From an optimization exercise on the open Yosys and OpenROAD flow, aimed at small area; shortcuts taken in it are not production practice.
Function was checked by simulation only, so behaviour that the tests miss may differ from the original.
No driver is modelled on the clock port, so clocking that relies on it looks cheaper here than on a real chip.
Power and IR drop assume default switching activity.

## wip/willow
// fault_fsm
module fault_fsm (
    input  logic        clk,
    input  logic        rst_n,
    input  logic [47:0] cell_voltage_packed,
    input  logic [11:0] current_raw,
    input  logic [11:0] temp_raw,
    input  logic        mask_voltage,
    input  logic        mask_current,
    input  logic        mask_temp,
    input  logic        manual_reset,
    output logic [1:0]  state_o,
    output logic        fault_latched_o,
    output logic [1:0]  active_fault_code_o,
    output logic [15:0] fault_count_o,
    output logic [15:0] warning_count_o,
    output logic [15:0] last_fault_cycle_o
);
==> flow/config.mk <==
export PLATFORM = sky130hd
export DESIGN_NAME = fault_fsm
export DESIGN_NICKNAME = fault_fsm
export VERILOG_FILES = /design/flow/design.v
export SDC_FILE = /design/flow/constraint.sdc
export NUM_CORES = 4
export LEC_CHECK = 0
export CAP_MARGIN = 20
export CORE_MARGIN = 2
export CORE_UTILIZATION = 60
export GPL_TIMING_DRIVEN = 0
export PLACE_DENSITY = 0.75
export SLEW_MARGIN = 20
==> flow/constraint.sdc <==
create_clock -name core_clock -period 10.0 [get_ports {clk}]
set_input_delay 2.0000 -clock core_clock [delete_from_list [all_inputs] [get_ports {clk}]]
set_output_delay 2.0000 -clock core_clock [all_outputs]
set_load 0.01 [all_outputs]
standard.sh (not shown) runs the stock make flow with config.mk's settings and CLKGATE_MAP_FILE= SYNTH_SCRIPT=/design/flow/synth_recipe.tcl, a recipe that flattens the netlist after the stock synthesis.
==> flow/flow/run.sh <==
#!/bin/bash
# Standard synthesis steps with an area-oriented ABC mapping script, then the standard
# layout with the smallest port buffers and a lighter clock tree.
set -euo pipefail
cd "$(dirname "$0")/.."
# ORFS's scripts, with the ABC script that synthesis uses replaced by flow/abc_area.script
rm -rf scripts_area
cp -r "$FLOW_HOME/scripts" scripts_area
cp flow/abc_area.script scripts_area/abc_speed.script
export SCRIPTS_DIR="$PWD/scripts_area"
# one buffer on every input and output port, as the standard flow does, but the smallest one
export BUFFER_PORTS_ARGS="-buffer_cell sky130_fd_sc_hd__buf_1"
# clock tree of small clock buffers without dummy balancing loads; flow/post_cts.tcl then
# upsizes the buffers whose flip-flops would see a slow clock edge
export CTS_ARGS="-sink_clustering_enable -repair_clock_nets -buf_list {sky130_fd_sc_hd__clkbuf_4} -dont_use_dummy_load"
export POST_CTS_TCL="$PWD/flow/post_cts.tcl"
bash standard.sh synth > synth.log 2>&1
bash standard.sh finish > layout.log 2>&1
==> flow/flow/abc_area.script <==
strash
&get -n
&deepsyn -T 60
&put
dch -f
amap
topo
==> flow/flow/post_cts.tcl <==
# After clock tree synthesis with small clock buffers: upsize each clock buffer whose
# flip-flop loads see a slow clock edge (placement-estimated slew above the limit), then legalize.
set limit 0.115
estimate_parasitics -placement
set changed 0
foreach inst [get_cells clkbuf_*] {
  if {[get_property $inst ref_name] ne "sky130_fd_sc_hd__clkbuf_4"} { continue }
  set worst 0
  foreach pin [get_pins -of_objects $inst -filter "direction==output"] {
    foreach load [get_pins -of_objects [get_nets -of_objects $pin] -filter "direction==input"] {
      if {[get_property $load lib_pin_name] ne "CLK"} { continue }
      set s [get_property $load slew_max]
      if {$s > $worst} { set worst $s }
    }
  }
  if {$worst > $limit} {
    puts "post_cts: [get_full_name $inst] worst load slew $worst, upsizing"
    replace_cell $inst sky130_fd_sc_hd__clkbuf_8
    incr changed
  }
}
puts "post_cts: upsized $changed clock buffers"
if {$changed > 0} {
  estimate_parasitics -placement
  detailed_placement
  check_placement -verbose
}
What wip/juniper does differently from wip/willow at the input level:
Settings: a change of PLACE_DENSITY from 0.75 to 0.6; a change of CORE_UTILIZATION from 60 to 40; a deleted GPL_TIMING_DRIVEN that had been 0.
-- flow/flow/run.sh --
<<< wip/willow, line 13
# clock tree of small clock buffers without dummy balancing loads; flow/post_cts.tcl then
# upsizes the buffers whose flip-flops would see a slow clock edge
export CTS_ARGS="-sink_clustering_enable -repair_clock_nets -buf_list {sky130_fd_sc_hd__clkbuf_4} -dont_use_dummy_load"
export POST_CTS_TCL="$PWD/flow/post_cts.tcl"
>>> wip/juniper, line 13
# clock tree without dummy balancing loads
export CTS_ARGS="-sink_clustering_enable -repair_clock_nets -buf_list {sky130_fd_sc_hd__clkbuf_8 sky130_fd_sc_hd__clkbuf_4} -dont_use_dummy_load"
-- flow/flow/abc_area.script --
<<< wip/willow, line 6
amap
>>> wip/juniper, line 6
map -a
removed: flow/flow/post_cts.tcl
## What came out
Per the comparison of wip/juniper with wip/willow, final core utilization went down 23 points, wire length went up 560 um, internal power of the cells went up 20 uW, combinational group power went up about 10%, routed metal-1 wire length went up about 7.5%.
Between wip/willow and wip/juniper, the flow reports total power increasing by a few percent.
Summary: smallest setup slack after layout, wip/juniper worse than wip/willow
Fraction of standard cell area in multi-input logic for wip/juniper is lower than for wip/willow.
Going from wip/willow to wip/juniper, first-pass GRT wire length grew by a few percent.
Taking wip/juniper as 1.0, wip/willow lands at 0.871 on critical path depth.
--- input diff wip/juniper..wip/lagoon ---
Settings: CORE_UTILIZATION: 40 -> 60; PLACE_DENSITY: 0.6 -> 0.75.
-- flow/flow/run.sh --
<<< wip/juniper, line 13
# clock tree without dummy balancing loads
export CTS_ARGS="-sink_clustering_enable -repair_clock_nets -buf_list {sky130_fd_sc_hd__clkbuf_8 sky130_fd_sc_hd__clkbuf_4} -dont_use_dummy_load"
>>> wip/lagoon, line 13
# clock tree of small clock buffers without dummy balancing loads; flow/post_cts.tcl then
# upsizes the buffers whose flip-flops would see a slow clock edge
export CTS_ARGS="-sink_clustering_enable -repair_clock_nets -buf_list {sky130_fd_sc_hd__clkbuf_4} -dont_use_dummy_load"
export POST_CTS_TCL="$PWD/flow/post_cts.tcl"
-- flow/flow/abc_area.script --
<<< wip/juniper, line 6
map -a
>>> wip/lagoon, line 6
amap
==> flow/flow/post_cts.tcl (new file) <==
# After clock tree synthesis with small clock buffers: upsize each clock buffer whose
# flip-flop loads see a slow clock edge (placement-estimated slew above the limit), then legalize.
set limit 0.115
estimate_parasitics -placement
set changed 0
foreach inst [get_cells clkbuf_*] {
  if {[get_property $inst ref_name] ne "sky130_fd_sc_hd__clkbuf_4"} { continue }
  set worst 0
  foreach pin [get_pins -of_objects $inst -filter "direction==output"] {
    foreach load [get_pins -of_objects [get_nets -of_objects $pin] -filter "direction==input"] {
      if {[get_property $load lib_pin_name] ne "CLK"} { continue }
      set s [get_property $load slew_max]
      if {$s > $worst} { set worst $s }
    }
  }
  if {$worst > $limit} {
    puts "post_cts: [get_full_name $inst] worst load slew $worst, upsizing"
    replace_cell $inst sky130_fd_sc_hd__clkbuf_8
    incr changed
  }
}
puts "post_cts: upsized $changed clock buffers"
if {$changed > 0} {
  estimate_parasitics -placement
  detailed_placement
  check_placement -verbose
}
## What came out
Placer congestion estimate delta for wip/lagoon relative to wip/juniper: about 0.46% higher
Delta (wip/lagoon minus wip/juniper): iteration count of the initial detailed-routing pass now sits lower, number of instances in the synthesized netlist went down, leakage power shrank by about 5%, register-to-register slack saw an increase.
Synthesized-area fraction occupied by and/or/nand/nor cells down 4.6 points in wip/lagoon wrt wip/juniper
[wip/lagoon] combinational share of power fell 1.2 points relative to wip/juniper
The area of the core of wip/lagoon falls short of that of wip/juniper by 33%.
Delay contributed by the slowest stage of the critical path in wip/lagoon vs wip/juniper: down 0.13 ns
Cmp wip/juniper and wip/lagoon / sequential share of layout area / higher: wip/lagoon
Period utilization came out lower on wip/lagoon than on wip/juniper.
Input-level comparison between wip/delta and wip/lagoon:
Settings: PLACE_DENSITY changed from 0.75 to 0.6; CORE_UTILIZATION changed from 60 to 40.
-- flow/flow/run.sh --
<<< wip/lagoon, line 13
# clock tree of small clock buffers without dummy balancing loads; flow/post_cts.tcl then
# upsizes the buffers whose flip-flops would see a slow clock edge
export CTS_ARGS="-sink_clustering_enable -repair_clock_nets -buf_list {sky130_fd_sc_hd__clkbuf_4} -dont_use_dummy_load"
export POST_CTS_TCL="$PWD/flow/post_cts.tcl"
>>> wip/delta, line 13
# clock tree without dummy balancing loads
export CTS_ARGS="-sink_clustering_enable -repair_clock_nets -buf_list {sky130_fd_sc_hd__clkbuf_8 sky130_fd_sc_hd__clkbuf_4} -dont_use_dummy_load"
removed: flow/flow/post_cts.tcl
CTS clock-pin slew for the worst setup and hold paths across wip/lagoon and wip/delta: no real change. On wip/delta: post-layout minimum cycle time is 0.014 ns higher than what wip/lagoon gave. Total net switching power: lower on wip/lagoon.
Inputs modified between wip/delta and wip/sierra:
Settings: PLACE_DENSITY now 0.75, was 0.6; SLEW_MARGIN now 0, was 20; CAP_MARGIN now 0, was 20; CORE_UTILIZATION now 60, was 40.
-- flow/flow/run.sh --
<<< wip/delta, line 13
# clock tree without dummy balancing loads
export CTS_ARGS="-sink_clustering_enable -repair_clock_nets -buf_list {sky130_fd_sc_hd__clkbuf_8 sky130_fd_sc_hd__clkbuf_4} -dont_use_dummy_load"
>>> wip/sierra, line 13
# clock tree of small clock buffers without dummy balancing loads; flow/post_cts.tcl then
# upsizes the buffers whose flip-flops would see a slow clock edge
export CTS_ARGS="-sink_clustering_enable -repair_clock_nets -buf_list {sky130_fd_sc_hd__clkbuf_4} -dont_use_dummy_load"
export POST_CTS_TCL="$PWD/flow/post_cts.tcl"
==> flow/flow/post_cts.tcl (new file) <==
# After clock tree synthesis with small clock buffers: upsize each clock buffer whose
# flip-flop loads see a slow clock edge (placement-estimated slew above the limit), then legalize.
set limit 0.115
estimate_parasitics -placement
set changed 0
foreach inst [get_cells clkbuf_*] {
  if {[get_property $inst ref_name] ne "sky130_fd_sc_hd__clkbuf_4"} { continue }
  set worst 0
  foreach pin [get_pins -of_objects $inst -filter "direction==output"] {
    foreach load [get_pins -of_objects [get_nets -of_objects $pin] -filter "direction==input"] {
      if {[get_property $load lib_pin_name] ne "CLK"} { continue }
      set s [get_property $load slew_max]
      if {$s > $worst} { set worst $s }
    }
  }
  if {$worst > $limit} {
    puts "post_cts: [get_full_name $inst] worst load slew $worst, upsizing"
    replace_cell $inst sky130_fd_sc_hd__clkbuf_8
    incr changed
  }
}
puts "post_cts: upsized $changed clock buffers"
if {$changed > 0} {
  estimate_parasitics -placement
  detailed_placement
  check_placement -verbose
}
## What came out
Total detailed-routing wirelength (higher): wip/delta. Power: wip/sierra lower than wip/delta. [compare] base=wip/delta new=wip/sierra: wire length of the first global-routing pass went up by 1.5%, hold slack was more or less identical, number of tap instances went down by about 40%. Compared with wip/delta, wip/sierra shows switching component of the power that has gone down slightly. Re number of global-route vias before repair: wip/sierra is 201 up on wip/delta. Compared with wip/delta, wip/sierra shows a higher via count. Lower overall global routing resource usage was reported by wip/delta, not wip/sierra. Reported for wip/sierra and wip/delta, number of distinct standard cells referenced by the synthesized netlist turned out identical to the last digit. Comparing wip/delta against wip/sierra, there is no change at all in number of placed I/O pins.
Input changes introduced in wip/pepper (baseline for comparison: wip/sierra):
Settings: a change of SLEW_MARGIN from 0 to 20; a change of CORE_UTILIZATION from 60 to 70; a change of CAP_MARGIN from 0 to 20; a change of PLACE_DENSITY from 0.75 to 0.85.
[summary]
The flow did not stop early for wip/pepper: all stages ran, and the layout cleared the timing, design-rule and antenna checks. wip/sierra has lower global-route wire length before repair than wip/pepper. ~same post-place instance area in wip/pepper and wip/sierra. Summary of wip/pepper over wip/sierra: post-layout total power higher, slack of the critical path lower, fmax lower.

==> static timing again, ports no longer ideal <==
The flow's constraints put no driver on any port. The routed layouts listed below were extracted and timed again, unchanged, in two steps. Step 1, drivers: a clkbuf_16 drives clk and a buf_2 each remaining input, both assumed. Step 2 times the ports against the registers' clock, not the clock port: input delays grow and output delays shrink by t, the midpoint of the rising clock arrivals with the driver on. a / b / c = no drivers / after step 1 / after step 2; a / b = the first two.
run | t, ns | slack for setup (ns) | hold WS [ns]
wip/willow | 0.428 | 3.482 / 3.489 / 3.061 | 0.351 / 0.351 / 0.351
wip/juniper | 0.360 | 3.449 / 3.452 / 3.091 | 0.352 / 0.352 / 0.352
wip/lagoon | 0.434 | 3.834 / 3.841 / 3.407 | 0.351 / 0.351 / 0.351
wip/delta | 0.367 | 3.819 / 3.826 / 3.459 | 0.352 / 0.352 / 0.352
wip/sierra | 0.434 | 3.834 / 3.841 / 3.407 | 0.351 / 0.351 / 0.351
wip/pepper | 0.463 | 3.697 / 3.701 / 3.239 | 0.357 / 0.357 / 0.357
After both steps every run listed still meets setup and hold. For wip/pepper, which loses most, drivers alone change the setup slack by +0.004 ns; drivers and shift together by -0.458 ns.
